What follows belongs to an exercise in optimizing a design on an open flow for small area and a short achievable clock period; a production flow would make more cautious choices. In this exercise RTL edits were held to simulation tests only and were not proved equivalent to the original.

--- flow/run.sh ---
#!/bin/bash
# synth_recipe.tcl (not shown) runs the flow's synth.tcl, then flattens the netlist and writes it again
# the make line also repeats each setting of config.mk as NAME=value (left out here)
make -C /OpenROAD-flow-scripts/flow DESIGN_CONFIG=/design/flow/config.mk WORK_HOME=/design/flow/orfs CLKGATE_MAP_FILE= SYNTH_SCRIPT=/design/flow/synth_recipe.tcl finish
--- flow/config.mk ---
export PLATFORM = sky130hd
export DESIGN_NAME = ks_vandana_fp_div
export DESIGN_NICKNAME = ks_vandana_fp_div
export VERILOG_FILES = /design/flow/design.v
export SDC_FILE = /design/flow/constraint.sdc
export NUM_CORES = 4
export LEC_CHECK = 0
export CAP_MARGIN = 20
export CORE_MARGIN = 2
export CORE_UTILIZATION = 60
export PLACE_DENSITY = 0.85
export SLEW_MARGIN = 20
export SYNTH_HIERARCHICAL = 1
--- flow/design.v ---
module ks_vandana_fp_div(
	a1,
	b1,
	c,
	clk
);
	input wire [31:0] a1;
	input wire [31:0] b1;
	input wire clk;
	output wire [31:0] c;
	localparam integer K1 = 3;
	wire        sc0 = a1[31] ^ b1[31];
	wire [7:0]  e0  = (a1[30:23] - b1[30:23]) + 8'd127;
	wire        q1  = a1[22] | ~b1[22];
	wire [26:0] ys [2:13];
	wire [26:0] yc [2:13];
	wire [23:0] mbv [1:13];
	wire [2:0]  dig [2:13];    
	wire [24:0] vs, vc;        
	assign mbv[1] = {1'b1, b1[22:0]};
	assign ys[2] = {2'b00, 1'b1, a1[22:0], q1};
	assign yc[2] = q1 ? ~{1'b0, 1'b1, b1[22:0], 2'b00} : 27'd0;
	reg        sc1, sc2;
	reg [7:0]  e1, e2;
	reg [22:0] mb1;
	reg [26:0] ys1, yc1;
	reg [24:0] vs2, vc2;
	reg        q1_1, q1_2;
	reg [3*K1-1:3] dg1;         
	reg [35:0] dg2;             
	genvar j;
	generate
		for (j = 2; j <= 13; j = j + 1) begin : step
			wire [26:0] s_in, c_in;
			wire [23:0] mb;
			if (j == K1 + 1) begin : from1
				assign s_in = ys1;
				assign c_in = yc1;
				assign mb = {1'b1, mb1};
			end else begin : direct
				assign s_in = ys[j];
				assign c_in = yc[j];
				assign mb = mbv[j-1];
			end
			assign mbv[j] = mb;
			wire qpos, two, one;
			r4_sel u_sel (.sh(s_in[26:20]), .ch(c_in[26:20]), .di(mb[22:20]),
				.qpos(qpos), .two(two), .one(one));
			wire [2:0] q = {qpos, two, one};
			wire [24:0] so, co;
			wire [24:0] mbl = {1'b0, mb};
			wire [24:0] mbh = {mb, 1'b0};
			genvar i;
			for (i = (j == 2) ? 0 : 2; i < 25; i = i + 1) begin : bt
				wire m = ((one & mbl[i]) | (two & mbh[i])) ^ qpos;
				r4_fa u_fa (.a(s_in[i]), .b(c_in[i]), .ci(m), .s(so[i]), .co(co[i]));
			end
			if (j > 2) begin : blo
				for (i = 0; i < 2; i = i + 1) begin : bl
					wire m = ((one & mbl[i]) | (two & mbh[i])) ^ qpos;
					assign so[i] = m;
					assign co[i] = 1'b0;
				end
			end
			wire [24:0] wc = {co[23:0], qpos};
			assign dig[j] = q;
			if (j < 13) begin : nxt
				assign ys[j+1] = {so, 2'b00};
				assign yc[j+1] = {wc, 2'b00};
			end else begin : last
				assign vs = so;
				assign vc = wc;
			end
		end
	endgenerate
	wire [3*12-1:0] dall;
	generate
		for (j = 2; j <= 13; j = j + 1) begin : gath
			assign dall[3*(13-j)+2:3*(13-j)] = dig[j];
		end
	endgenerate
	always @(posedge clk) begin
		sc1 <= sc0;
		e1 <= e0;
		mb1 <= b1[22:0];
		q1_1 <= q1;
		ys1 <= ys[K1+1];
		yc1 <= yc[K1+1];
		dg1 <= dall[35:36-3*(K1-1)];
		sc2 <= sc1;
		e2 <= e1;
		q1_2 <= q1_1;
		vs2 <= vs;
		vc2 <= vc;
		dg2 <= {dg1, dall[35-3*(K1-1):0]};
	end
	wire [35:0] dq = dg2;
	wire [24:0] qp, qn;
	assign qp[24] = q1_2;
	assign qn[24] = 1'b0;
	generate
		for (j = 2; j <= 13; j = j + 1) begin : conv
			wire [2:0] d = dq[3*(13-j)+2:3*(13-j)];
			assign qp[2*(13-j)+1:2*(13-j)] = d[2] ? d[1:0] : 2'b00;
			assign qn[2*(13-j)+1:2*(13-j)] = d[2] ? 2'b00 : d[1:0];
		end
	endgenerate
	wire [24:0] v = vs2 + vc2;
	wire [24:0] f = qp - qn - {24'd0, v[24]};
	wire [22:0] frac = f[23] ? f[22:0] : {f[21:0], 1'b0};
	wire [7:0]  ex = f[23] ? e2 : e2 - 8'd1;
	assign c = {sc2, ex, frac};
endmodule
module r4_sel(sh, ch, di, qpos, two, one);
input wire [6:0] sh; input wire [6:0] ch; input wire [2:0] di; output wire qpos, two, one;
wire [6:0] e = sh + ch;
wire ge1 = ~e[6] & (e[5] | e[4] | e[3] | (e[2] & (~di[2] | e[1])));
wire ge0 = ~e[6] | (e[5] & e[4] & e[3] & (e[2] | (di[2] ? (e[1] | e[0]) : (e[1] & e[0]))));
reg ge2, gem1;
always @(*) begin
  case (di)
    3'd0: begin ge2 = ~e[6] & (e[5:0] >= 6'd12); gem1 = ~e[6] | (e[5:0] >= 6'd51); end
    3'd1: begin ge2 = ~e[6] & (e[5:0] >= 6'd14); gem1 = ~e[6] | (e[5:0] >= 6'd49); end
    3'd2: begin ge2 = ~e[6] & (e[5:0] >= 6'd15); gem1 = ~e[6] | (e[5:0] >= 6'd48); end
    3'd3: begin ge2 = ~e[6] & (e[5:0] >= 6'd16); gem1 = ~e[6] | (e[5:0] >= 6'd46); end
    3'd4: begin ge2 = ~e[6] & (e[5:0] >= 6'd18); gem1 = ~e[6] | (e[5:0] >= 6'd44); end
    3'd5: begin ge2 = ~e[6] & (e[5:0] >= 6'd20); gem1 = ~e[6] | (e[5:0] >= 6'd44); end
    3'd6: begin ge2 = ~e[6] & (e[5:0] >= 6'd20); gem1 = ~e[6] | (e[5:0] >= 6'd42); end
    3'd7: begin ge2 = ~e[6] & (e[5:0] >= 6'd24); gem1 = ~e[6] | (e[5:0] >= 6'd40); end
  endcase
end
assign qpos = ge1;
assign two = ge2 | ~gem1;
assign one = (ge1 & ~ge2) | (gem1 & ~ge0);
endmodule
module r4_fa(a, b, ci, s, co);
	input wire a;
	input wire b;
	input wire ci;
	output wire s;
	output wire co;
	assign s = a ^ b ^ ci;
	assign co = (a & b) | (a & ci) | (b & ci);
endmodule
--- flow/constraint.sdc ---
create_clock -name core_clock -period 120.0 [get_ports {clk}]
set_input_delay 24.0000 -clock core_clock [delete_from_list [all_inputs] [get_ports {clk}]]
set_output_delay 24.0000 -clock core_clock [all_outputs]
set_load 0.01 [all_outputs]
==> qor_table.md, run 1 <==
| Stage | Result | This run |
|:---|:---|:---|
| outcome | Result of the run | complete, no violations |
| route | First-pass iteration count of the detailed router | 6 |
| synth | Sequential element share of the synthesized area | 0.1525 |
| run | Number of violations of the max-capacitance limit | 0 |
| route | Vias/cell | 6.541 |
| floorplan | Placeable core region | 0.03847 mm² |
| sta | Post-layout min period | 33.52 ns |
| sta | Final sum of negative setup slack | 0 ns |
| finish | Antenna diode count | 0 |
| synth | Number of warning messages in the yosys log | 8 |
| synth | Area share of the largest cell type after synthesis | 0.2506 |
| synth | Most common flop cell mapped by yosys | sky130_fd_sc_hd__dfxtp_1 |
| critical path | Crit Path Class | flip-flop to flip-flop |
| finish | Net total in the final layout | 2822 |
| sta | Largest clock skew in the final design | 0.01068 ns |
| synth | Synth top area cells | sky130_fd_sc_hd__fa_1 (25%), sky130_fd_sc_hd__dfxtp_1 (15%), sky130_fd_sc_hd__xnor2_1 (12%), sky130_fd_sc_hd__a22oi_1 (8.5%), sky130_fd_sc_hd__ha_1 (6.9%) |
| clocking | Buffer depth of the longest clock path | 2 |
| floorplan | Horizontal die dimension | 200.8 µm |
| placed design | Half-perimeter wire length after placement | 44.88 mm |
| route | Average wire per cell in the routed design | 20.46 µm |
| sta | Count of final hold-check violations | 0 |
| grt | Gr usage total | 0.2893 |
| grt | Initial antenna violation count | 0 |
| clocking | Worst skew pair latency | 0.45 ns |
| route | Starting DRT DRC Count | 1704 |
| critical path | Critical Path Source Type | flip-flop |
| sta | Total count of max-transition violations in the final report | 0 |
| floorplan | Starting density of the core | 0.6042 |
| finish | Fraction of layout instances using a drive strength above 1 | 0.08464 |
| placed design | Final estimated routing congestion in global placement | 0.9146 |
| critical path | Slowest CP cell | sky130_fd_sc_hd__fa_1 |
| min path | Type of the tightest min-delay check | flip-flop to flip-flop |
| grt | Global route total overflow | 0 |
| clocking | Hold Buf Count CTS | 0 |
| sta | Transition at the pin with the smallest max-transition slack | 1.039 ns |
| synth | Number of flops mapped to enable cells by yosys | 0 |
| sta | Max Freq | 29.84 MHz |
| grt | Wire length of the first global-routing pass | 96.49 mm |
| sta | Setup repair after global routing missed its margin | false |
| clocking | CTS clock-pin slew for the worst setup and hold paths | 0.07 ns |
| synth | Cell accounting for the most synthesized area | sky130_fd_sc_hd__fa_1 |
| grt | Vias in the first global route | 19010 |
| critical path | Endpoint type of the worst setup path | flip-flop |
| synth | Most common cell in the netlist | sky130_fd_sc_hd__xnor2_1 |
| grt | Largest net degree at the start of global routing | 91 |
| floorplan | Number of rows created at floorplan | 72 |
| critical path | Worst path most repeated cell | sky130_fd_sc_hd__fa_1 |
| clocking | Clock tree from TritonCTS | yes |
| synth | Syn avg cell area | 9.924 µm² |
| route | Remaining number of nets flagged by the antenna check after routing | 0 |
| sta | Finish-stage setup viols | 0 |
| finish | Relative area change from synthesis to final layout | 8.963% |
| sta | Tcrit/Tclk final | 0.2793 |
| placed design | Placed cell area | 0.02472 mm² |
| critical path | Worst-path fanout max | 25 |
| route | Total vias in the final route | 18770 |
| critical path | Number of buffer and inverter instances along the worst setup path | 9 |
| floorplan | Die area | 0.04033 mm² |
| critical path | Delay contributed by the slowest stage of the critical path | 0.67 ns |
| clocking | Cell at the root of the clock tree | sky130_fd_sc_hd__clkbuf_16 |
| synth | #FFs+latches synth | 177 |
| synth | Count of unique library cells instantiated by Yosys | 80 |
| synth | Async S/R FF share, synth | 0 |
| synth | Mapped Cells | 2342 |
| critical path | Critical Path RT | 120.32 ns |
| critical path | Data arrival time at the worst-slack endpoint | 33.83 ns |
| route | Wire length after detailed routing | 58.71 mm |
| sta | Relative slew slack | 0.3075 |
| synth | Synth Cell Area | 0.02324 mm² |
| clocking | CTS Sinks | 177 |
| clocking | Post-cts sizing count | 0 |
| clocking | Post-CTS Setup Inserts | 0 |
| floorplan | Boundary pin count | 97 |
| synth | Commonest cells in the netlist | sky130_fd_sc_hd__xnor2_1 (327), sky130_fd_sc_hd__fa_1 (291), sky130_fd_sc_hd__a22oi_1 (264) |
| finish | Number of filler cells placed in the layout | 2877 |
| clocking | Number of buffers created by CTS | 17 |
| critical path | Cell family with most CP delay | adder cells |
| finish | Final cell area excluding filler cells | 0.02533 mm² |
| route | DRC | 0 |
| floorplan | Die height | 200.8 µm |
| placed design | Total of buffers placed on input and output ports | 96 |
| clocking | Maximum level of the CTS H-tree | 4 |
[final cells by class]
class,instances,area [µm²],share of cell area
multi-input cells,1951,19100,0.7540
flip-flops and latches,177,3547,0.1401
repair buffers,125,1179,0.04654
well taps,518,648.1,0.02559
clock buffers,18,429.2,0.01695
inverters,66,250.2,0.009881
clock inverters,14,176.4,0.006966
[Yosys stat by module, one instance, submodules excluded]
module             cells  times used  area (µm²)
ks_vandana_fp_div   1296           1       11630
r4_fa                  1         278       20.02
r4_sel                64          12       504.2
[layout by cell type (no fill, tap or decap), drive strengths merged, types with 14 or more instances in the layout]
cell           instances
xnor2                327
fa                   291
a22oi                264
dfxtp                177
ha                   128
nor2                 105
clkdlybuf4s50         96
o21ai                 75
a21oi                 71
inv                   71
nand2                 62
xor2                  44
a211oi                39
or2                   37
o32ai                 36
buf                   29
nor3b                 26
conb                  25
mux2                  25
a311o                 24
nand2b                23
mux2i                 20
nor3                  19
nand3                 19
clkbuf                18
o21a                  16
o211ai                15
nor2b                 15
a2bb2oi               15
or3                   15
and3                  15
and2                  14
a31oi                 14
a41oi                 14
[logic make-up after synthesis]
| logic type | synth area share |
|---|---|
| multiplexers | 0.02073 |
| adder cells (fa/ha/maj) | 0.3247 |
| flip-flops | 0.1525 |
| other | 0.0003231 |
| buffers and inverters | 0.03935 |
| XOR/XNOR | 0.1398 |
| AND/OR/NAND/NOR | 0.08780 |
| AO/OA/AOI/OAI | 0.2348 |
[stage by stage]
stage / utilization / hold WS [ns] / cells / setup slack (ns)
6_report: 0.6584 / 0.3268 / 2869 / 86.48
3_5_place_dp: 0.6426 / 0.3121 / 2837 / 86.88
2_1_floorplan: - / 0.3096 / 2365 / 86.26
3_3_place_gp: 0.6426 / 0.3105 / 2837 / 87.80
5_1_grt: 0.6584 / 0.3350 / 2869 / 84.86
4_1_cts: 0.6584 / 0.3275 / 2869 / 86.89
[worst paths after layout]
kind,from,end,slack (ns),cells past startpoint
setup / recovery,ys1[21]$_DFF_P_,vs2[8]$_DFF_P_,86.48,99
hold / removal,e1[2]$_DFF_P_,e2[2]$_DFF_P_,0.33,0
setup reg to reg,ys1[21]$_DFF_P_,vs2[8]$_DFF_P_,86.48,99
hold reg to reg,e1[2]$_DFF_P_,e2[2]$_DFF_P_,0.33,0
[state kept, by name (all words and copies together), names as in the netlist]
name and cells:
mb1 23, yc1 22, dg2 36, vc2 22, e1 8, e2 8
sc2 1, vs2 25, sc1 1, ys1 25, dg1 6
[routing by layer]
metal | vias to the layer above | routed length [µm] | track usage
li1 | 8449 | - | -
met2 | 851 | 29830 | 0.5099
met5 | - | 0 | 0
met4 | 0 | 1670 | 0.1019
met3 | 137 | 3605 | 0.03474
met1 | 9329 | 23610 | 0.3674
==> run 2: changes to the inputs <==
--- a/flow/config.mk
+++ b/flow/config.mk
@@ -7,7 +7,6 @@
 export LEC_CHECK = 0
-export CAP_MARGIN = 20
+export CAP_MARGIN = 0
 export CORE_MARGIN = 2
-export CORE_UTILIZATION = 60
-export PLACE_DENSITY = 0.85
-export SLEW_MARGIN = 20
+export CORE_UTILIZATION = 40
+export SLEW_MARGIN = 0
 export SYNTH_HIERARCHICAL = 1
==> qor_table.md, run 2 <==
| Stage | Result | This run | vs previous |
|:---|:---|:---|:---|
| synth | Area share of the largest cell type after synthesis | 0.2506 | unchanged |
| sta | Setup repair after global routing missed its margin | false | unchanged |
| clocking | CTS Sinks | 177 | unchanged |
| floorplan | Die height | 245.1 µm | was 200.8 µm |
| sta | Post-layout min period | 33.21 ns | was 33.52 ns |
| grt | Global route total overflow | 0 | unchanged |
| clocking | Post-cts sizing count | 0 | unchanged |
| floorplan | Horizontal die dimension | 245.1 µm | was 200.8 µm |
| grt | Wire length of the first global-routing pass | 97.96 mm | was 96.49 mm |
| route | Remaining number of nets flagged by the antenna check after routing | 0 | unchanged |
| clocking | Maximum level of the CTS H-tree | 4 | unchanged |
| finish | Footprint of the multi-input gates | 0.01910 mm² | unchanged |
| synth | Synth top area cells | sky130_fd_sc_hd__fa_1 (25%), sky130_fd_sc_hd__dfxtp_1 (15%), sky130_fd_sc_hd__xnor2_1 (12%), sky130_fd_sc_hd__a22oi_1 (8.5%), sky130_fd_sc_hd__ha_1 (6.9%) | unchanged |
| placed design | Placed cell count | 3084 | was 2837 |
| floorplan | Boundary pin count | 97 | unchanged |
| critical path | Slowest CP cell | sky130_fd_sc_hd__fa_1 | unchanged |
| outcome | Result of the run | complete, no violations | unchanged |
| sta | Count of final hold-check violations | 0 | unchanged |
| synth | Cell accounting for the most synthesized area | sky130_fd_sc_hd__fa_1 | unchanged |
| synth | Number of warning messages in the yosys log | 8 | unchanged |
| floorplan | Die area | 0.06005 mm² | was 0.04033 mm² |
| sta | Transition at the pin with the smallest max-transition slack | 1.062 ns | was 1.039 ns |
| finish | Net total in the final layout | 2822 | unchanged |
| clocking | Number of buffers created by CTS | 17 | unchanged |
| sta | Relative slew slack | 0.2922 | was 0.3075 |
| critical path | Worst path most repeated cell | sky130_fd_sc_hd__fa_1 | unchanged |
| sta | Final sum of negative setup slack | 0 ns | unchanged |
| finish | FF+latch area | 0.003547 mm² | unchanged |
| route | Vias/cell | 5.785 | was 6.541 |
| synth | Syn avg cell area | 9.924 µm² | unchanged |
| min path | Type of the tightest min-delay check | flip-flop to flip-flop | unchanged |
| critical path | Number of buffer and inverter instances along the worst setup path | 10 | was 9 |
| critical path | Worst-path fanout max | 25 | unchanged |
| clocking | CTS clock-pin slew for the worst setup and hold paths | 0.08 ns | was 0.07 ns |
| route | Total vias in the final route | 18030 | was 18770 |
| sta | Total count of max-transition violations in the final report | 0 | unchanged |
| min path | Hold path cells | 0 | unchanged |
| floorplan | Number of rows created at floorplan | 88 | was 72 |
| critical path | Cell family with most CP delay | adder cells | unchanged |
| synth | Number of flops mapped to enable cells by yosys | 0 | unchanged |
| synth | Most common cell in the netlist | sky130_fd_sc_hd__xnor2_1 | unchanged |
| synth | Async S/R FF share, synth | 0 | unchanged |
| finish | Max FFs per register | 36 | unchanged |
| finish | Antenna diode count | 0 | unchanged |
| clocking | Worst skew pair latency | 0.46 ns | was 0.45 ns |
| run | Number of violations of the max-capacitance limit | 0 | unchanged |
| finish | Final instance count without filler cells | 3116 | was 2869 |
| placed design | Final estimated routing congestion in global placement | 0.8441 | was 0.9146 |
| critical path | Endpoint type of the worst setup path | flip-flop | unchanged |
| critical path | Critical Path Source Type | flip-flop | unchanged |
| placed design | Total of buffers placed on input and output ports | 96 | unchanged |
| clocking | Post-CTS Setup Inserts | 0 | unchanged |
| critical path | Register-to-register setup slack | 86.79 ns | was 86.48 ns |
| critical path | Worst-case reg-to-reg path depth | 100 | was 99 |
| route | Wire length after detailed routing | 59.27 mm | was 58.71 mm |
| sta | Tcrit/Tclk final | 0.2767 | was 0.2793 |
| clocking | Clock tree from TritonCTS | yes | unchanged |
| critical path | FF-to-FF End | vs2[16]$_DFF_P_ | was vs2[8]$_DFF_P_ |
| finish | Highest-count cells in the layout ignoring fill and taps | sky130_fd_sc_hd__xnor2_1 (327), sky130_fd_sc_hd__fa_1 (291), sky130_fd_sc_hd__a22oi_1 (264) | unchanged |
| finish | Relative area change from synthesis to final layout | 10.31% | was 8.963% |
| finish | Largest reg by FF count | dg2 | unchanged |
| route | DRC | 0 | unchanged |
| finish | Most common library cell in the layout ignoring fill and taps | sky130_fd_sc_hd__xnor2_1 | unchanged |
| grt | Gr usage total | 0.1981 | was 0.2893 |
| critical path | Critical Path RT | 120.34 ns | was 120.32 ns |
| synth | Synth Cell Area | 0.02324 mm² | unchanged |
| placed design | Half-perimeter wire length after placement | 46.97 mm | was 44.88 mm |
| synth | Mapped Cells | 2342 | unchanged |
| sta | Max Freq | 30.11 MHz | was 29.84 MHz |
| synth | #FFs+latches synth | 177 | unchanged |
| route | First-pass iteration count of the detailed router | 7 | was 6 |
| critical path | Crit Path Class | flip-flop to flip-flop | unchanged |
| min path | Hold Crit Endpoint | dg2[35]$_DFF_P_ | was e2[2]$_DFF_P_ |
| floorplan | Starting density of the core | 0.4036 | was 0.6042 |
| critical path | Delay contributed by the slowest stage of the critical path | 0.67 ns | about the same |
| route | Average wire per cell in the routed design | 19.02 µm | was 20.46 µm |
| grt | Largest net degree at the start of global routing | 91 | unchanged |
| clocking | Hold Buf Count CTS | 0 | unchanged |
| clocking | Buffer depth of the longest clock path | 2 | unchanged |
| grt | Initial antenna violation count | 0 | unchanged |
| critical path | Data arrival time at the worst-slack endpoint | 33.54 ns | was 33.83 ns |
| finish | Registers with the most flip-flops | dg2: 36 flops, vs2: 25 flops, ys1: 25 flops | unchanged |
| min path | Min-delay src | dg1[8]$_DFF_P_ | was e1[2]$_DFF_P_ |
| synth | Commonest cells in the netlist | sky130_fd_sc_hd__xnor2_1 (327), sky130_fd_sc_hd__fa_1 (291), sky130_fd_sc_hd__a22oi_1 (264) | unchanged |
| route | Starting DRT DRC Count | 1309 | was 1704 |
| synth | Count of unique library cells instantiated by Yosys | 80 | unchanged |
| grt | Vias in the first global route | 18530 | was 19010 |
| sta | Largest clock skew in the final design | 0.01161 ns | was 0.01068 ns |
| floorplan | Placeable core region | 0.05759 mm² | was 0.03847 mm² |
| critical path | Start of the worst register-to-register path | ys1[20]$_DFF_P_ | was ys1[21]$_DFF_P_ |
| finish | Number of filler cells placed in the layout | 5495 | was 2877 |
| finish | Fraction of layout instances using a drive strength above 1 | 0.08507 | was 0.08464 |
| sta | Finish-stage setup viols | 0 | unchanged |
| clocking | Cell at the root of the clock tree | sky130_fd_sc_hd__clkbuf_16 | unchanged |
| synth | Most common flop cell mapped by yosys | sky130_fd_sc_hd__dfxtp_1 | unchanged |
| synth | Sequential element share of the synthesized area | 0.1525 | unchanged |
## run 2: how the worst max path moves through the flow
stage / from / endpoint / slack, ns / cells after the start
after global routing: ys1[22]$_DFF_P_ / vs2[16]$_DFF_P_ / 85.01 / 98
final: ys1[20]$_DFF_P_ / vs2[16]$_DFF_P_ / 86.79 / 100
after floorplan: mb1[20]$_DFF_P_ / vs2[10]$_DFF_P_ / 86.26 / 107
after CTS: ys1[20]$_DFF_P_ / vs2[16]$_DFF_P_ / 86.97 / 100
after global placement: b1[22] / ys1[18]$_DFF_P_ / 87.64 / 25
after detailed placement: ys1[20]$_DFF_P_ / vs2[16]$_DFF_P_ / 87.03 / 100
## run 2: area by class of cell
cell class,count,area share
timing repair buffer,125,0.04597
sequential,177,0.1384
inverter,66,0.009760
tap,765,0.03733
clock inverter,15,0.007174
clock buffer,17,0.01659
multi-input combinational,1951,0.7448
## run 2: layer usage
layer / track usage / vias up / wire (µm)
met3: 0.02241 / 52 / 1752
met4: 0.03981 / 0 / 852
li1: - / 8443 / -
met5: 0 / - / 0
met1: 0.2597 / 9172 / 26910
met2: 0.3507 / 359 / 29760
## run 2: modules after synthesis, one instance, submodules excluded
module	times used	cells inside
r4_fa	278	1
ks_vandana_fp_div	1	1296
r4_sel	12	64
## run 2: through the flow
step,hold slack [ns],utilization,setup slack (ns),instance area (µm²)
final,0.3290,0.4452,86.79,25640
after global routing,0.3334,0.4452,85.01,25640
after CTS,0.3299,0.4452,86.97,25640
after floorplan,0.3096,-,86.26,23330
after global placement,0.3104,0.4346,87.64,25030
after detailed placement,0.3121,0.4346,87.03,25030
## run 2: kinds of logic after synthesis
family                   after synthesis  share of synthesized area
other                                  2                  0.0003231
AND/OR/NAND/NOR                      366                    0.08780
multiplexers                          45                    0.02073
AO/OA/AOI/OAI                        713                     0.2348
buffers and inverters                237                    0.03935
adder cells (fa/ha/maj)              431                     0.3247
flip-flops                           177                     0.1525
XOR/XNOR                             371                     0.1398
==> run 3: changes to the inputs <==
==> flow/flow/run.sh (new file) <==
#!/bin/bash
# The standard layout (standard.sh), with the input and output ports
# buffered by the smallest buffer cell instead of the flow's default one.
# The full output of the flow goes to flow.log in this folder.
export BUFFER_PORTS_ARGS="-buffer_cell sky130_fd_sc_hd__buf_1"
bash standard.sh > flow.log 2>&1
==> flow/standard.sh (new file) <==
#!/bin/bash
# synth_recipe.tcl (not shown) runs the flow's synth.tcl, then flattens the netlist and writes it again
# the make line also repeats each setting of config.mk as NAME=value (left out here)
make -C /OpenROAD-flow-scripts/flow DESIGN_CONFIG=/design/flow/config.mk WORK_HOME=/design/flow/orfs CLKGATE_MAP_FILE= SYNTH_SCRIPT=/design/flow/synth_recipe.tcl "${@:-finish}"
--- a/flow/config.mk
+++ b/flow/config.mk
@@ -7,6 +7,6 @@
 export LEC_CHECK = 0
-export CAP_MARGIN = 0
+export CAP_MARGIN = 20
 export CORE_MARGIN = 2
 export CORE_UTILIZATION = 40
-export SLEW_MARGIN = 0
+export SLEW_MARGIN = 20
 export SYNTH_HIERARCHICAL = 1
removed: flow/run.sh
==> qor_table.md, run 3 <==
| Stage | Result | This run | vs previous |
|:---|:---|:---|:---|
| outcome | Result of the run | complete, no violations | unchanged |
| synth | Count of unique library cells instantiated by Yosys | 80 | unchanged |
| finish | Most common library cell in the layout ignoring fill and taps | sky130_fd_sc_hd__xnor2_1 | unchanged |
| synth | Number of warning messages in the yosys log | 8 | unchanged |
| synth | Number of flops mapped to enable cells by yosys | 0 | unchanged |
| finish | Largest reg by FF count | dg2 | unchanged |
| sta | Final Hold Slack | 0.3222 ns | was 0.3290 ns |
| sta | Count of final hold-check violations | 0 | unchanged |
| placed design | Total of buffers placed on input and output ports | 96 | unchanged |
| placed design | Final estimated routing congestion in global placement | 0.8983 | was 0.8441 |
| synth | Synth Cell Area | 0.02324 mm² | unchanged |
| synth | Cell accounting for the most synthesized area | sky130_fd_sc_hd__fa_1 | unchanged |
| floorplan | Boundary pin count | 97 | unchanged |
| clocking | Buffer depth of the longest clock path | 2 | unchanged |
| critical path | Slowest CP cell | sky130_fd_sc_hd__dfxtp_2 | was sky130_fd_sc_hd__fa_1 |
| sta | Final sum of negative setup slack | 0 ns | unchanged |
| finish | Max FFs per register | 36 | unchanged |
| placed design | Placed cell count | 3087 | was 3084 |
| finish | Fraction of layout instances using a drive strength above 1 | 0.08666 | was 0.08507 |
| synth | Sequential element share of the synthesized area | 0.1525 | unchanged |
| grt | Initial antenna violation count | 0 | unchanged |
| finish | Registers with the most flip-flops | dg2: 36 flops, vs2: 25 flops, ys1: 25 flops | unchanged |
| sta | Finish-stage setup viols | 0 | unchanged |
| sta | Transition at the pin with the smallest max-transition slack | 1.063 ns | was 1.062 ns |
| finish | Final cell area excluding filler cells | 0.02506 mm² | was 0.02564 mm² |
| route | Starting DRT DRC Count | 1153 | was 1309 |
| floorplan | Placeable core region | 0.05759 mm² | unchanged |
| grt | Met3 capacity usage during global routing | 0.03083 | was 0.02241 |
| grt | Wire length of the first global-routing pass | 99.27 mm | was 97.96 mm |
| clocking | Post-CTS Setup Inserts | 0 | unchanged |
| critical path | Worst path most repeated cell | sky130_fd_sc_hd__fa_1 | unchanged |
| route | First-pass iteration count of the detailed router | 5 | was 7 |
| finish | Final instance count without filler cells | 3119 | was 3116 |
| critical path | Data arrival time at the worst-slack endpoint | 34.55 ns | was 33.54 ns |
| sta | Total count of max-transition violations in the final report | 0 | unchanged |
| sta | Setup repair after global routing missed its margin | false | unchanged |
| clocking | Cell at the root of the clock tree | sky130_fd_sc_hd__clkbuf_16 | unchanged |
| route | Wire length after detailed routing | 61.38 mm | was 59.27 mm |
| synth | Syn avg cell area | 9.924 µm² | unchanged |
| grt | Met2 Resource Use GR | 0.3470 | was 0.3507 |
| synth | Mapped Cells | 2342 | unchanged |
| clocking | Maximum level of the CTS H-tree | 4 | unchanged |
| grt | Vias in the first global route | 18860 | was 18530 |
| floorplan | Starting density of the core | 0.4036 | unchanged |
| route | Remaining number of nets flagged by the antenna check after routing | 0 | unchanged |
| sta | Relative slew slack | 0.2903 | was 0.2922 |
| clocking | CTS clock-pin slew for the worst setup and hold paths | 0.08 ns | about the same |
| critical path | Delay contributed by the slowest stage of the critical path | 0.89 ns | was 0.67 ns |
| critical path | Critical Path Source Type | flip-flop | unchanged |
| route | Vias/cell | 5.842 | was 5.785 |
| floorplan | Die height | 245.1 µm | unchanged |
| clocking | Hold Buf Count CTS | 0 | unchanged |
| finish | Net total in the final layout | 2825 | was 2822 |
| critical path | Worst-path fanout max | 56 | was 25 |
| run | Number of violations of the max-capacitance limit | 0 | unchanged |
| route | DRC | 0 | unchanged |
| placed design | Placed cell area | 0.02447 mm² | was 0.02503 mm² |
| sta | Post-route worst setup slack | 85.78 ns | was 86.79 ns |
| critical path | Endpoint type of the worst setup path | flip-flop | unchanged |
| sta | Tcrit/Tclk final | 0.2851 | was 0.2767 |
| clocking | Clock tree from TritonCTS | yes | unchanged |
| synth | #FFs+latches synth | 177 | unchanged |
| clocking | CTS Sinks | 177 | unchanged |
| clocking | Number of buffers created by CTS | 17 | unchanged |
| finish | Final core occ | 0.4352 | was 0.4452 |
| sta | Post-layout min period | 34.22 ns | was 33.21 ns |
| clocking | Worst skew pair latency | 0.46 ns | about the same |
| finish | Antenna diode count | 0 | unchanged |
| sta | Max Freq | 29.22 MHz | was 30.11 MHz |
| clocking | Post-cts sizing count | 0 | unchanged |
| floorplan | Number of rows created at floorplan | 88 | unchanged |
| finish | Relative area change from synthesis to final layout | 7.816% | was 10.31% |
| synth | Area share of the largest cell type after synthesis | 0.2506 | unchanged |
| synth | Synth top area cells | sky130_fd_sc_hd__fa_1 (25%), sky130_fd_sc_hd__dfxtp_1 (15%), sky130_fd_sc_hd__xnor2_1 (12%), sky130_fd_sc_hd__a22oi_1 (8.5%), sky130_fd_sc_hd__ha_1 (6.9%) | unchanged |
| floorplan | Horizontal die dimension | 245.1 µm | unchanged |
| grt | Gr usage total | 0.2028 | was 0.1981 |
| route | Total vias in the final route | 18220 | was 18030 |
| finish | Highest-count cells in the layout ignoring fill and taps | sky130_fd_sc_hd__xnor2_1 (327), sky130_fd_sc_hd__fa_1 (291), sky130_fd_sc_hd__a22oi_1 (264) | unchanged |
| grt | Met1 Usage GRT | 0.2681 | was 0.2597 |
| synth | Commonest cells in the netlist | sky130_fd_sc_hd__xnor2_1 (327), sky130_fd_sc_hd__fa_1 (291), sky130_fd_sc_hd__a22oi_1 (264) | unchanged |
| synth | Async S/R FF share, synth | 0 | unchanged |
| sta | Largest clock skew in the final design | 0.01975 ns | was 0.01161 ns |
| critical path | Crit Path Class | flip-flop to flip-flop | unchanged |
| min path | Hold path cells | 0 | unchanged |
| min path | Type of the tightest min-delay check | flip-flop to flip-flop | unchanged |
| grt | Global route total overflow | 0 | unchanged |
| synth | Most common cell in the netlist | sky130_fd_sc_hd__xnor2_1 | unchanged |
| placed design | Setup Slack @ Placement | 86.13 ns | was 87.03 ns |
| floorplan | Die area | 0.06005 mm² | unchanged |
| critical path | Critical Path RT | 120.34 ns | about the same |
| placed design | Half-perimeter wire length after placement | 46.67 mm | was 46.97 mm |
| route | Average wire per cell in the routed design | 19.68 µm | was 19.02 µm |
| critical path | Worst-case reg-to-reg path depth | 98 | was 100 |
| grt | Busiest metal layer after global routing | met2 | unchanged |
| synth | Most common flop cell mapped by yosys | sky130_fd_sc_hd__dfxtp_1 | unchanged |
| grt | Largest net degree at the start of global routing | 66 | was 91 |
## run 3: cell counts after synthesis
Identical to the previous run, type by type.
## run 3: path summary, 6_finish.rpt
kind                     end             from  slack [ns]
min          dg2[31]$_DFF_P_   dg1[4]$_DFF_P_        0.32
max           vs2[5]$_DFF_P_  mb1[20]$_DFF_P_       85.78
max reg2reg   vs2[5]$_DFF_P_  mb1[20]$_DFF_P_       85.78
min reg2reg  dg2[31]$_DFF_P_   dg1[4]$_DFF_P_        0.32
## run 3: final cells by class
class,count,area (µm²)
tap,765,957.2
timing repair buffer,128,620.6
sequential,177,3548
clock buffer,17,425.4
inverter,66,250.2
fill,5464,32530
multi-input combinational,1951,19100
clock inverter,15,161.4
## run 3: critical path: cells and delay by family, from the launching register on
kind	cells	cell delay (ns)
AO/OA/AOI/OAI	49	13.11
XOR/XNOR	10	2.24
flip-flops	1	0.89
adder cells (fa/ha/maj)	28	13.36
multiplexers	1	0.51
buffers and inverters	10	3.74
## run 3: routing by layer
layer  share of wire  up-vias  wire length (µm)
li1                -     8443                 -
met1            0.45     9231             27760
met2            0.49      485             29800
met3           0.047       62              2892
met4           0.015        0               921
met5               0        -                 0
## run 3: per-module statistics from Yosys, one instance, submodules excluded
module / copies in the design / flip-flops and latches
r4_sel: 12 / 0
ks_vandana_fp_div: 1 / 177
r4_fa: 278 / 0
## run 3: cell families after synthesis
logic type | Yosys count | share of synthesized area
simple gates | 366 | 0.08780
other cells | 2 | 0.0003231
fa+ha+maj | 431 | 0.3247
compound gates | 713 | 0.2348
xor+xnor | 371 | 0.1398
buf+inv | 237 | 0.03935
mux | 45 | 0.02073
flops | 177 | 0.1525
==> run 4: changes to the inputs <==
==> flow/flow/run.sh (replaced) <==
#!/bin/bash
# The standard layout (standard.sh), with the input and output ports
# buffered by the two-drive buffer cell instead of the flow's default one.
# The full output of the flow goes to flow.log in this folder.
export BUFFER_PORTS_ARGS="-buffer_cell sky130_fd_sc_hd__buf_2"
bash standard.sh > flow.log 2>&1
--- a/flow/config.mk
+++ b/flow/config.mk
@@ -10,2 +10,3 @@
 export CORE_UTILIZATION = 40
+export CTS_BUF_LIST = sky130_fd_sc_hd__clkbuf_8
 export SLEW_MARGIN = 20
==> qor_table.md, run 4 <==
| Stage | Result | This run | vs previous |
|:---|:---|:---|:---|
| sta | Tcrit/Tclk final | 0.2755 | was 0.2851 |
| min path | Min-delay src | dg1[8]$_DFF_P_ | was dg1[4]$_DFF_P_ |
| synth | Commonest cells in the netlist | sky130_fd_sc_hd__xnor2_1 (327), sky130_fd_sc_hd__fa_1 (291), sky130_fd_sc_hd__a22oi_1 (264) | unchanged |
| sta | Total count of max-transition violations in the final report | 0 | unchanged |
| clocking | Maximum level of the CTS H-tree | 4 | unchanged |
| floorplan | Number of rows created at floorplan | 88 | unchanged |
| sta | Count of final hold-check violations | 0 | unchanged |
| synth | Cell accounting for the most synthesized area | sky130_fd_sc_hd__fa_1 | unchanged |
| finish | Highest-count cells in the layout ignoring fill and taps | sky130_fd_sc_hd__xnor2_1 (327), sky130_fd_sc_hd__fa_1 (291), sky130_fd_sc_hd__a22oi_1 (264) | unchanged |
| sta | Post-layout min period | 33.06 ns | was 34.22 ns |
| critical path | Slowest CP cell | sky130_fd_sc_hd__dfxtp_2 | unchanged |
| synth | Most common cell in the netlist | sky130_fd_sc_hd__xnor2_1 | unchanged |
| finish | Fraction of layout instances using a drive strength above 1 | 0.1266 | was 0.08666 |
| critical path | Critical Path Source Type | flip-flop | unchanged |
| critical path | Crit Path Class | flip-flop to flip-flop | unchanged |
| route | DRC | 0 | unchanged |
| critical path | Start of the worst register-to-register path | mb1[22]$_DFF_P_ | was mb1[20]$_DFF_P_ |
| synth | Async S/R FF share, synth | 0 | unchanged |
| finish | Relative area change from synthesis to final layout | 7.439% | was 7.816% |
| route | Wire length after detailed routing | 61.24 mm | was 61.38 mm |
| clocking | Worst skew pair latency | 0.51 ns | was 0.46 ns |
| floorplan | Boundary pin count | 97 | unchanged |
| grt | Wire length of the first global-routing pass | 98.19 mm | was 99.27 mm |
| clocking | Hold Buf Count CTS | 0 | unchanged |
| clocking | CTS Sinks | 177 | unchanged |
| placed design | Total of buffers placed on input and output ports | 96 | unchanged |
| route | Remaining number of nets flagged by the antenna check after routing | 0 | unchanged |
| synth | Sequential element share of the synthesized area | 0.1525 | unchanged |
| placed design | Final estimated routing congestion in global placement | 0.8714 | was 0.8983 |
| finish | Net total in the final layout | 2824 | was 2825 |
| floorplan | Horizontal die dimension | 245.1 µm | unchanged |
| sta | Finish-stage setup viols | 0 | unchanged |
| placed design | Placed cell count | 3086 | was 3087 |
| clocking | Cell at the root of the clock tree | sky130_fd_sc_hd__clkbuf_8 | was sky130_fd_sc_hd__clkbuf_16 |
| finish | Registers with the most flip-flops | dg2: 36 flops, vs2: 25 flops, ys1: 25 flops | unchanged |
| clocking | Clock tree from TritonCTS | yes | unchanged |
| critical path | Delay contributed by the slowest stage of the critical path | 0.77 ns | was 0.89 ns |
| critical path | Worst-path fanout max | 50 | was 56 |
| synth | Synth top area cells | sky130_fd_sc_hd__fa_1 (25%), sky130_fd_sc_hd__dfxtp_1 (15%), sky130_fd_sc_hd__xnor2_1 (12%), sky130_fd_sc_hd__a22oi_1 (8.5%), sky130_fd_sc_hd__ha_1 (6.9%) | unchanged |
| sta | Relative slew slack | 0.2644 | was 0.2903 |
| clocking | Number of buffers created by CTS | 17 | unchanged |
| synth | #FFs+latches synth | 177 | unchanged |
| synth | Count of unique library cells instantiated by Yosys | 80 | unchanged |
| synth | Syn avg cell area | 9.924 µm² | unchanged |
| route | First-pass iteration count of the detailed router | 6 | was 5 |
| run | Number of violations of the max-capacitance limit | 0 | unchanged |
| grt | Initial antenna violation count | 1 | was 0 |
| finish | Final instance count without filler cells | 3119 | unchanged |
| critical path | Start point of the critical path | mb1[22]$_DFF_P_ | was mb1[20]$_DFF_P_ |
| sta | Largest clock skew in the final design | 0.01849 ns | was 0.01975 ns |
| clocking | Buffer depth of the longest clock path | 2 | unchanged |
| floorplan | Die height | 245.1 µm | unchanged |
| outcome | Result of the run | complete, no violations | unchanged |
| synth | Area share of the largest cell type after synthesis | 0.2506 | unchanged |
| critical path | Worst path most repeated cell | sky130_fd_sc_hd__fa_1 | unchanged |
| sta | Max Freq | 30.25 MHz | was 29.22 MHz |
| finish | Most common library cell in the layout ignoring fill and taps | sky130_fd_sc_hd__xnor2_1 | unchanged |
| synth | Number of flops mapped to enable cells by yosys | 0 | unchanged |
| sta | Setup repair after global routing missed its margin | false | unchanged |
| floorplan | Die area | 0.06005 mm² | unchanged |
| synth | Most common flop cell mapped by yosys | sky130_fd_sc_hd__dfxtp_1 | unchanged |
| floorplan | Placeable core region | 0.05759 mm² | unchanged |
| floorplan | Starting density of the core | 0.4036 | unchanged |
| grt | Global route total overflow | 0 | unchanged |
| grt | Largest net degree at the start of global routing | 71 | was 66 |
| placed design | Half-perimeter wire length after placement | 48.30 mm | was 46.67 mm |
| critical path | Endpoint type of the worst setup path | flip-flop | unchanged |
| finish | Number of filler cells placed in the layout | 5519 | was 5464 |
| synth | Mapped Cells | 2342 | unchanged |
| route | Total vias in the final route | 18140 | was 18220 |
| min path | Type of the tightest min-delay check | flip-flop to flip-flop | unchanged |
| critical path | Critical Path RT | 120.38 ns | was 120.34 ns |
| synth | Number of warning messages in the yosys log | 8 | unchanged |
| route | Vias/cell | 5.816 | was 5.842 |
| sta | Transition at the pin with the smallest max-transition slack | 1.102 ns | was 1.063 ns |
| route | Starting DRT DRC Count | 1223 | was 1153 |
| finish | Max FFs per register | 36 | unchanged |
| critical path | Data arrival time at the worst-slack endpoint | 33.44 ns | was 34.55 ns |
| grt | Gr usage total | 0.2021 | was 0.2028 |
| finish | Footprint of the multi-input gates | 0.01910 mm² | unchanged |
| sta | Final sum of negative setup slack | 0 ns | unchanged |
| grt | Vias in the first global route | 18230 | was 18860 |
| clocking | Post-cts sizing count | 0 | unchanged |
| clocking | Post-CTS Setup Inserts | 0 | unchanged |
| sta | Final Hold Slack | 0.3176 ns | was 0.3222 ns |
| route | Average wire per cell in the routed design | 19.63 µm | was 19.68 µm |
| synth | Synth Cell Area | 0.02324 mm² | unchanged |
| finish | FF+latch area | 0.003548 mm² | unchanged |
| finish | Largest reg by FF count | dg2 | unchanged |
| clocking | CTS clock-pin slew for the worst setup and hold paths | 0.11 ns | was 0.08 ns |
## run 4: logic make-up (layout without fill, tap and decap cells)
family                   Yosys count  count (layout)  share of synthesized area
AO/OA/AOI/OAI                    713             713                     0.2348
other                              2              26                  0.0003231
AND/OR/NAND/NOR                  366             366                    0.08780
flip-flops                       177             177                     0.1525
adder cells (fa/ha/maj)          431             431                     0.3247
multiplexers                      45              45                    0.02073
XOR/XNOR                         371             371                     0.1398
buffers and inverters            237             225                    0.03935
## run 4: through the flow
stage / setup slack, ns / utilization / cell area, µm²
finish: 86.94 / 0.4336 / 24970
floorplan: 86.26 / - / 23330
global placement: 87.90 / 0.4266 / 24560
CTS: 87.08 / 0.4336 / 24970
global route: 85.17 / 0.4336 / 24970
detailed placement: 87.17 / 0.4266 / 24560
## run 4: worst paths after layout
check / depth (start not counted) / endpoint / slack, ns
setup / recovery: 96 / vs2[17]$_DFF_P_ / 86.94
hold / removal: 0 / dg2[35]$_DFF_P_ / 0.32
setup reg to reg: 96 / vs2[17]$_DFF_P_ / 86.94
hold reg to reg: 0 / dg2[35]$_DFF_P_ / 0.32
## run 4: modules after synthesis (local to each module, per instance)
module             flops+latches  cells  copies in the design
r4_sel                         0     64                    12
r4_fa                          0      1                   278
ks_vandana_fp_div            177   1296                     1
## run 4: worst max-delay path, delay by kind of cell (launching register included)
kind	cells	cell delay (ns)
adder cells (fa/ha/maj)	26	12.20
AND/OR/NAND/NOR	2	0.28
XOR/XNOR	10	2.18
multiplexers	3	1.39
flip-flops	1	0.77
AO/OA/AOI/OAI	47	13.13
buffers and inverters	8	2.79
## run 4: area by class of cell
cell class | instances | share of cell area
antenna | 1 | 0.0001002
clock buffer | 17 | 0.009370
inverter | 66 | 0.01002
tap | 765 | 0.03833
timing repair buffer | 127 | 0.02856
sequential | 177 | 0.1421
multi-input combinational | 1951 | 0.7647
clock inverter | 15 | 0.006814
## run 4: layer usage
| metal | wire [µm] | global-route usage |
|---|---|---|
| met1 | 27420 | 0.2701 |
| met3 | 2620 | 0.02132 |
| met2 | 30130 | 0.3490 |
| met5 | 0 | 0 |
| met4 | 1065 | 0.04878 |
==> run 5: changes to the inputs <==
--- a/flow/config.mk
+++ b/flow/config.mk
@@ -11,2 +11,3 @@
 export CTS_BUF_LIST = sky130_fd_sc_hd__clkbuf_8
+export GPL_TIMING_DRIVEN = 0
 export SLEW_MARGIN = 20
==> qor_table.md, run 5 <==
| Stage | Result | This run | vs previous |
|:---|:---|:---|:---|
| outcome | Result of the run | complete, no violations | unchanged |
| finish | Largest reg by FF count | dg2 | unchanged |
| floorplan | Number of rows created at floorplan | 88 | unchanged |
| clocking | Cell at the root of the clock tree | sky130_fd_sc_hd__clkbuf_8 | unchanged |
| synth | Commonest cells in the netlist | sky130_fd_sc_hd__xnor2_1 (327), sky130_fd_sc_hd__fa_1 (291), sky130_fd_sc_hd__a22oi_1 (264) | unchanged |
| critical path | Critical Path Source Type | flip-flop | unchanged |
| finish | Max FFs per register | 36 | unchanged |
| critical path | Worst-path fanout max | 10 | was 50 |
| finish | Fraction of layout instances using a drive strength above 1 | 0.1051 | was 0.1266 |
| sta | Total count of max-transition violations in the final report | 0 | unchanged |
| grt | Wire length of the first global-routing pass | 102.7 mm | was 98.19 mm |
| synth | Count of unique library cells instantiated by Yosys | 80 | unchanged |
| grt | Vias in the first global route | 18940 | was 18230 |
| grt | Largest net degree at the start of global routing | 73 | was 71 |
| sta | Final sum of negative setup slack | 0 ns | unchanged |
| run | Number of violations of the max-capacitance limit | 0 | unchanged |
| route | Starting DRT DRC Count | 1312 | was 1223 |
| clocking | Buffer depth of the longest clock path | 2 | unchanged |
| grt | Global route total overflow | 0 | unchanged |
| synth | Area share of the largest cell type after synthesis | 0.2506 | unchanged |
| clocking | Post-CTS Setup Inserts | 0 | unchanged |
| finish | Final cell area excluding filler cells | 0.02518 mm² | was 0.02497 mm² |
| floorplan | Die area | 0.06005 mm² | unchanged |
| synth | Mapped Cells | 2342 | unchanged |
| min path | Type of the tightest min-delay check | flip-flop to flip-flop | unchanged |
| grt | Initial antenna violation count | 1 | unchanged |
| sta | Max Freq | 24.57 MHz | was 30.25 MHz |
| route | Remaining number of nets flagged by the antenna check after routing | 0 | unchanged |
| synth | Async S/R FF share, synth | 0 | unchanged |
| placed design | Placed cell area | 0.02478 mm² | was 0.02456 mm² |
| floorplan | Boundary pin count | 97 | unchanged |
| sta | Relative slew slack | 0.3429 | was 0.2644 |
| synth | Synth Cell Area | 0.02324 mm² | unchanged |
| synth | Number of warning messages in the yosys log | 8 | unchanged |
| critical path | Slowest CP cell | sky130_fd_sc_hd__o32ai_2 | was sky130_fd_sc_hd__dfxtp_2 |
| synth | Most common cell in the netlist | sky130_fd_sc_hd__xnor2_1 | unchanged |
| sta | Post-route worst setup slack | 79.29 ns | was 86.94 ns |
| synth | #FFs+latches synth | 177 | unchanged |
| finish | Net total in the final layout | 2964 | was 2824 |
| route | Vias/cell | 5.757 | was 5.816 |
| sta | Count of final hold-check violations | 0 | unchanged |
| floorplan | Horizontal die dimension | 245.1 µm | unchanged |
| floorplan | Die height | 245.1 µm | unchanged |
| placed design | Final estimated routing congestion in global placement | 0.9267 | was 0.8714 |
| placed design | Half-perimeter wire length after placement | 54.52 mm | was 48.30 mm |
| critical path | Delay contributed by the slowest stage of the critical path | 0.81 ns | was 0.77 ns |
| sta | Largest clock skew in the final design | 0.02459 ns | was 0.01849 ns |
| synth | Cell accounting for the most synthesized area | sky130_fd_sc_hd__fa_1 | unchanged |
| sta | Setup repair after global routing missed its margin | false | unchanged |
| clocking | Number of buffers created by CTS | 17 | unchanged |
| route | Wire length after detailed routing | 64.78 mm | was 61.24 mm |
| synth | Number of flops mapped to enable cells by yosys | 0 | unchanged |
| floorplan | Starting density of the core | 0.4036 | unchanged |
| clocking | Worst skew pair latency | 0.50 ns | was 0.51 ns |
| placed design | Total of buffers placed on input and output ports | 96 | unchanged |
| route | Average wire per cell in the routed design | 19.88 µm | was 19.63 µm |
| synth | Synth top area cells | sky130_fd_sc_hd__fa_1 (25%), sky130_fd_sc_hd__dfxtp_1 (15%), sky130_fd_sc_hd__xnor2_1 (12%), sky130_fd_sc_hd__a22oi_1 (8.5%), sky130_fd_sc_hd__ha_1 (6.9%) | unchanged |
| critical path | Crit Path Class | flip-flop to flip-flop | unchanged |
| synth | Syn avg cell area | 9.924 µm² | unchanged |
| sta | Finish-stage setup viols | 0 | unchanged |
| clocking | CTS clock-pin slew for the worst setup and hold paths | 0.11 ns | about the same |
| placed design | Setup Slack @ Placement | 79.68 ns | was 87.17 ns |
| finish | Most common library cell in the layout ignoring fill and taps | sky130_fd_sc_hd__xnor2_1 | unchanged |
| critical path | Critical Path RT | 120.37 ns | was 120.38 ns |
| route | DRC | 0 | unchanged |
| finish | Registers with the most flip-flops | dg2: 36 flops, vs2: 25 flops, ys1: 25 flops | unchanged |
| finish | Highest-count cells in the layout ignoring fill and taps | sky130_fd_sc_hd__xnor2_1 (327), sky130_fd_sc_hd__fa_1 (291), sky130_fd_sc_hd__a22oi_1 (264) | unchanged |
| finish | Relative area change from synthesis to final layout | 8.328% | was 7.439% |
| critical path | Data arrival time at the worst-slack endpoint | 41.08 ns | was 33.44 ns |
| floorplan | Placeable core region | 0.05759 mm² | unchanged |
| clocking | CTS Sinks | 177 | unchanged |
| route | First-pass iteration count of the detailed router | 5 | was 6 |
| clocking | Post-cts sizing count | 0 | unchanged |
| sta | Final Hold Slack | 0.3351 ns | was 0.3176 ns |
| clocking | Clock tree from TritonCTS | yes | unchanged |
| clocking | Maximum level of the CTS H-tree | 4 | unchanged |
| synth | Most common flop cell mapped by yosys | sky130_fd_sc_hd__dfxtp_1 | unchanged |
| sta | Transition at the pin with the smallest max-transition slack | 0.9729 ns | was 1.102 ns |
| grt | Gr usage total | 0.2136 | was 0.2021 |
| synth | Sequential element share of the synthesized area | 0.1525 | unchanged |
| route | Total vias in the final route | 18760 | was 18140 |
| critical path | Endpoint type of the worst setup path | flip-flop | unchanged |
| clocking | Hold Buf Count CTS | 0 | unchanged |
| sta | Tcrit/Tclk final | 0.3392 | was 0.2755 |
| sta | Post-layout min period | 40.71 ns | was 33.06 ns |
## run 5: cell counts after synthesis
Identical to the previous run, type by type.
## run 5: logic make-up (layout without fill, tap and decap cells)
kind of cell / Yosys count / after routing / share of synthesized area
compound gates: 713 / 713 / 0.2348
fa+ha+maj: 431 / 431 / 0.3247
xor+xnor: 371 / 371 / 0.1398
simple gates: 366 / 366 / 0.08780
buf+inv: 237 / 365 / 0.03935
flops: 177 / 177 / 0.1525
mux: 45 / 45 / 0.02073
other cells: 2 / 26 / 0.0003231
## run 5: area by class of cell
type / count / area (µm²)
well taps: 765 / 957.2
clock inverters: 15 / 163.9
multi-input cells: 1951 / 18870
diodes: 1 / 2.502
plain buffers: 171 / 664.4
clock buffers: 17 / 234.0
repair buffers: 96 / 480.5
flip-flops and latches: 177 / 3555
fillers: 5576 / 32410
inverters: 66 / 250.2
## run 5: worst max-delay path, delay by kind of cell, from the launching register on
| kind | cells | cell delay (ns) |
|---|---|---|
| compound gates | 44 | 16.72 |
| fa+ha+maj | 30 | 12.39 |
| buf+inv | 20 | 7.83 |
| xor+xnor | 10 | 2.14 |
| mux | 2 | 0.61 |
| simple gates | 4 | 0.41 |
| flops | 1 | 0.37 |
## run 5: metal layers
metal  global-route usage  vias to the layer above  share of wire
met3              0.02263                       87          0.042
met2               0.3699                      496           0.49
li1                     -                     8722              -
met1               0.2810                     9457           0.45
met5                    0                        -              0
met4              0.06133                        0          0.025
## run 5: path summary, 6_finish.rpt
kind / start / endpoint / slack [ns] / cells past startpoint
min: e1[6]$_DFF_P_ / e2[6]$_DFF_P_ / 0.34 / 0
max reg2reg: ys1[20]$_DFF_P_ / vs2[6]$_DFF_P_ / 79.29 / 110
max: ys1[20]$_DFF_P_ / vs2[6]$_DFF_P_ / 79.29 / 110
min reg2reg: e1[6]$_DFF_P_ / e2[6]$_DFF_P_ / 0.34 / 0
## run 5: modules after synthesis, one instance, submodules excluded
module	times used	flip-flops and latches	cells	cell area, µm²
r4_sel	12	0	64	504.2
ks_vandana_fp_div	1	177	1296	11630
r4_fa	278	0	1	20.02
## run 5: metrics by stage
stage	util	std cells
floorplan	-	2365
global placement	0.4301	3226
detailed placement	0.4303	3226
CTS	0.4372	3258
global route	0.4372	3259
finish	0.4372	3259
==> run 6: changes to the inputs <==
--- a/flow/config.mk
+++ b/flow/config.mk
@@ -11,4 +11,3 @@
 export CTS_BUF_LIST = sky130_fd_sc_hd__clkbuf_8
-export GPL_TIMING_DRIVEN = 0
-export SLEW_MARGIN = 20
+export SLEW_MARGIN = 70
 export SYNTH_HIERARCHICAL = 1
==> qor_table.md, run 6 <==
| Stage | Result | This run | vs previous |
|:---|:---|:---|:---|
| grt | Global route total overflow | 0 | unchanged |
| route | Vias/cell | 5.792 | was 5.757 |
| synth | Most common cell in the netlist | sky130_fd_sc_hd__xnor2_1 | unchanged |
| floorplan | Placeable core region | 0.05759 mm² | unchanged |
| finish | Largest reg by FF count | dg2 | unchanged |
| clocking | Post-CTS Setup Inserts | 0 | unchanged |
| route | Met3 wire length | 2.435 mm | was 2.691 mm |
| critical path | Crit Path Class | flip-flop to flip-flop | unchanged |
| finish | Final instance count without filler cells | 3127 | was 3259 |
| min path | Hold path cells | 0 | unchanged |
| synth | Cell accounting for the most synthesized area | sky130_fd_sc_hd__fa_1 | unchanged |
| clocking | CTS clock-pin slew for the worst setup and hold paths | 0.11 ns | about the same |
| placed design | Total of buffers placed on input and output ports | 96 | unchanged |
| placed design | Placed cell area | 0.02491 mm² | was 0.02478 mm² |
| sta | Setup repair after global routing missed its margin | false | unchanged |
| finish | Most common library cell in the layout ignoring fill and taps | sky130_fd_sc_hd__xnor2_1 | unchanged |
| grt | Initial antenna violation count | 2 | was 1 |
| floorplan | Boundary pin count | 97 | unchanged |
| synth | Multiplexer share of the synthesized area | 0.02073 | unchanged |
| route | Post-route met1 wirelength | 27.59 mm | was 28.85 mm |
| route | First-pass iteration count of the detailed router | 5 | unchanged |
| route | Remaining number of nets flagged by the antenna check after routing | 0 | unchanged |
| placed design | Setup Slack @ Placement | 87.74 ns | was 79.68 ns |
| finish | Number of filler cells placed in the layout | 5471 | was 5576 |
| sta | Final sum of negative setup slack | 0 ns | unchanged |
| synth | #FFs+latches synth | 177 | unchanged |
| run | Number of violations of the max-capacitance limit | 0 | unchanged |
| sta | Total count of max-transition violations in the final report | 0 | unchanged |
| sta | Tcrit/Tclk final | 0.2709 | was 0.3392 |
| route | Met2 layer wire length in the routed design | 30.31 mm | was 31.63 mm |
| critical path | Data arrival time at the worst-slack endpoint | 32.88 ns | was 41.08 ns |
| sta | Finish-stage setup viols | 0 | unchanged |
| grt | Wire length of the first global-routing pass | 99.03 mm | was 102.7 mm |
| critical path | Worst path most repeated cell | sky130_fd_sc_hd__fa_1 |  |
| placed design | Half-perimeter wire length after placement | 48.76 mm | was 54.52 mm |
| critical path | Worst-path fanout max | 25 | was 10 |
| synth | Synth top area cells | sky130_fd_sc_hd__fa_1 (25%), sky130_fd_sc_hd__dfxtp_1 (15%), sky130_fd_sc_hd__xnor2_1 (12%), sky130_fd_sc_hd__a22oi_1 (8.5%), sky130_fd_sc_hd__ha_1 (6.9%) | unchanged |
| clocking | Worst skew pair latency | 0.51 ns | was 0.50 ns |
| synth | Syn avg cell area | 9.924 µm² | unchanged |
| critical path | Cell family with most CP delay | adder cells | was compound AO/OA/AOI/OAI gates |
| synth | Number of flops mapped to enable cells by yosys | 0 | unchanged |
| route | Average wire per cell in the routed design | 19.70 µm | was 19.88 µm |
| critical path | FF-to-FF End | vs2[8]$_DFF_P_ | was vs2[6]$_DFF_P_ |
| synth | Compound-gate portion of the synthesized area | 0.2348 | unchanged |
| min path | Hold Crit Endpoint | dg2[35]$_DFF_P_ | was e2[6]$_DFF_P_ |
| sta | Max Freq | 30.77 MHz | was 24.57 MHz |
| placed design | Placed cell count | 3090 | was 3226 |
| synth | Share of synthesized cell area in and, or, nand and nor gates | 0.08780 | unchanged |
| grt | Largest net degree at the start of global routing | 71 | was 73 |
| finish | Fraction of layout instances using a drive strength above 1 | 0.1517 | was 0.1051 |
| synth | Mapped Cells | 2342 | unchanged |
| finish | Registers with the most flip-flops | dg2: 36 flops, vs2: 25 flops, ys1: 25 flops | unchanged |
| route | Total vias in the final route | 18110 | was 18760 |
| critical path | Slowest CP cell | sky130_fd_sc_hd__fa_1 | was sky130_fd_sc_hd__o32ai_2 |
| outcome | Result of the run | complete, no violations | unchanged |
| route | Wire length after detailed routing | 61.59 mm | was 64.78 mm |
| sta | Largest clock skew in the final design | 0.01692 ns | was 0.02459 ns |
| route | Max Used Layer | met4 | unchanged |
| floorplan | Number of rows created at floorplan | 88 | unchanged |
| finish | Final cell area excluding filler cells | 0.02546 mm² | was 0.02518 mm² |
| clocking | Hold Buf Count CTS | 0 | unchanged |
| sta | Post-route worst setup slack | 87.50 ns | was 79.29 ns |
| clocking | CTS Sinks | 177 | unchanged |
| critical path | Number of buffer and inverter instances along the worst setup path | 10 | was 20 |
| min path | Min-delay src | dg1[8]$_DFF_P_ | was e1[6]$_DFF_P_ |
| synth | Largest family of logic cells by synthesized area | adder cells | unchanged |
| floorplan | Die area | 0.06005 mm² | unchanged |
| synth | Area share of the largest cell type after synthesis | 0.2506 | unchanged |
| sta | Count of final hold-check violations | 0 | unchanged |
| finish | Highest-count cells in the layout ignoring fill and taps | sky130_fd_sc_hd__xnor2_1 (327), sky130_fd_sc_hd__fa_1 (291), sky130_fd_sc_hd__a22oi_1 (264) | unchanged |
| critical path | Worst-case reg-to-reg path depth | 100 | was 110 |
| min path | Type of the tightest min-delay check | flip-flop to flip-flop | unchanged |
| floorplan | Die height | 245.1 µm | unchanged |
| route | Starting DRT DRC Count | 1231 | was 1312 |
| finish | Max FFs per register | 36 | unchanged |
| synth | Count of unique library cells instantiated by Yosys | 80 | unchanged |
| clocking | Number of buffers created by CTS | 17 | unchanged |
| finish | Relative area change from synthesis to final layout | 9.523% | was 8.328% |
| critical path | Delay contributed by the slowest stage of the critical path | 0.67 ns | was 0.81 ns |
| synth | Async S/R FF share, synth | 0 | unchanged |
| clocking | Clock tree from TritonCTS | yes | unchanged |
| grt | Vias in the first global route | 18410 | was 18940 |
| floorplan | Starting density of the core | 0.4036 | unchanged |
| critical path | Start of the worst register-to-register path | ys1[20]$_DFF_P_ | unchanged |
| route | DRC | 0 | unchanged |
| critical path | Critical Path Source Type | flip-flop | unchanged |
| floorplan | Horizontal die dimension | 245.1 µm | unchanged |
| clocking | Buffer depth of the longest clock path | 2 | unchanged |
| clocking | Cell at the root of the clock tree | sky130_fd_sc_hd__clkbuf_8 | unchanged |
| critical path | Critical Path RT | 120.38 ns | was 120.37 ns |
| clocking | Post-cts sizing count | 0 | unchanged |
| placed design | Final estimated routing congestion in global placement | 0.8714 | was 0.9267 |
| synth | Number of warning messages in the yosys log | 8 | unchanged |
| grt | Gr usage total | 0.2032 | was 0.2136 |
| synth | Synth Cell Area | 0.02324 mm² | unchanged |
| finish | Final core occ | 0.4421 | was 0.4372 |
| clocking | Maximum level of the CTS H-tree | 4 | unchanged |
| synth | Commonest cells in the netlist | sky130_fd_sc_hd__xnor2_1 (327), sky130_fd_sc_hd__fa_1 (291), sky130_fd_sc_hd__a22oi_1 (264) | unchanged |
| synth | XOR/XNOR share of the synthesized area | 0.1398 | unchanged |
| critical path | Register-to-register setup slack | 87.50 ns | was 79.29 ns |
| critical path | Start point of the critical path | ys1[20]$_DFF_P_ | unchanged |
| synth | Adder-cell share of the synthesized area | 0.3247 | unchanged |
| synth | Most common flop cell mapped by yosys | sky130_fd_sc_hd__dfxtp_1 | unchanged |
| synth | Sequential element share of the synthesized area | 0.1525 | unchanged |
| critical path | Endpoint type of the worst setup path | flip-flop | unchanged |
| sta | Post-layout min period | 32.50 ns | was 40.71 ns |
| finish | Net total in the final layout | 2831 | was 2964 |
run 6: cell counts after synthesis:
Identical to the previous run, type by type.
run 6: worst max path at each step:
stage                      end  slack, ns  cells past startpoint
2_1_floorplan  vs2[10]$_DFF_P_      86.26                    107
3_3_place_gp   vs2[20]$_DFF_P_      87.90                     97
3_5_place_dp    vs2[8]$_DFF_P_      87.74                    100
4_1_cts         vs2[8]$_DFF_P_      87.67                    100
5_1_grt         vs2[4]$_DFF_P_      85.69                    100
6_report        vs2[8]$_DFF_P_      87.50                    100
run 6: logic make-up after synthesis:
| family | count (synthesis) |
|---|---|
| other | 2 |
| AOI/OAI and AO/OA | 713 |
| xor gates and xnor gates | 371 |
| DFF | 177 |
| buffers and inverters | 237 |
| and+or+nand+nor | 366 |
| muxes | 45 |
| adders and majority gates | 431 |
run 6: through the flow:
stage,hold WS [ns]
finish,0.3186
global route,0.3278
CTS,0.3219
detailed placement,0.3121
global placement,0.3097
floorplan,0.3096
run 6: area by class of cell:
class                      instances  area [µm²]  share of cell area
multi-input combinational       1951       19360              0.7606
sequential                       177        3623              0.1423
tap                              765       957.2             0.03760
timing repair buffer             134       877.1             0.03446
inverter                          66       250.2            0.009830
clock buffer                      17       234.0            0.009191
clock inverter                    15       147.6            0.005800
antenna                            2       5.005           0.0001966
run 6: metal layers:
metal | vias up | global-route usage
met5 | - | 0
met4 | 0 | 0.05165
met3 | 62 | 0.02449
met2 | 444 | 0.3512
met1 | 9150 | 0.2687
li1 | 8457 | -
run 6: Yosys stat by module, one instance, submodules excluded:
module / cell area [µm²] / cells
ks_vandana_fp_div: 11630 / 1296
r4_sel: 504.2 / 64
r4_fa: 20.02 / 1

re-timing with driven ports:
The results above use ideal ports. As a check the final layouts listed here were re-extracted and re-timed, cells and wires unchanged.
Step 1 assumes that a clkbuf_16 drives the clock port and a buf_2 every other input.
Step 2 also shifts input and output timing later by t, the mid clock arrival at the registers, as if the neighbouring blocks saw the same clock.
Slacks: no drivers / after step 1 / after step 2; pairs: no drivers / after step 1.
| run | t, ns | slack for setup (ns) | worst setup path after step 2 |
|---|---|---|---|
| run 1 | 0.492 | 86.485 / 86.485 / 86.485 | register to register |
| run 2 | 0.508 | 86.790 / 86.790 / 86.790 | register to register |
| run 3 | 0.513 | 85.782 / 85.782 / 85.782 | register to register |
| run 4 | 0.554 | 86.940 / 86.940 / 86.940 | register to register |
| run 5 | 0.552 | 79.294 / 79.294 / 79.294 | register to register |
| run 6 | 0.554 | 87.498 / 87.498 / 87.498 | register to register |
After both steps every run listed still meets setup and hold.
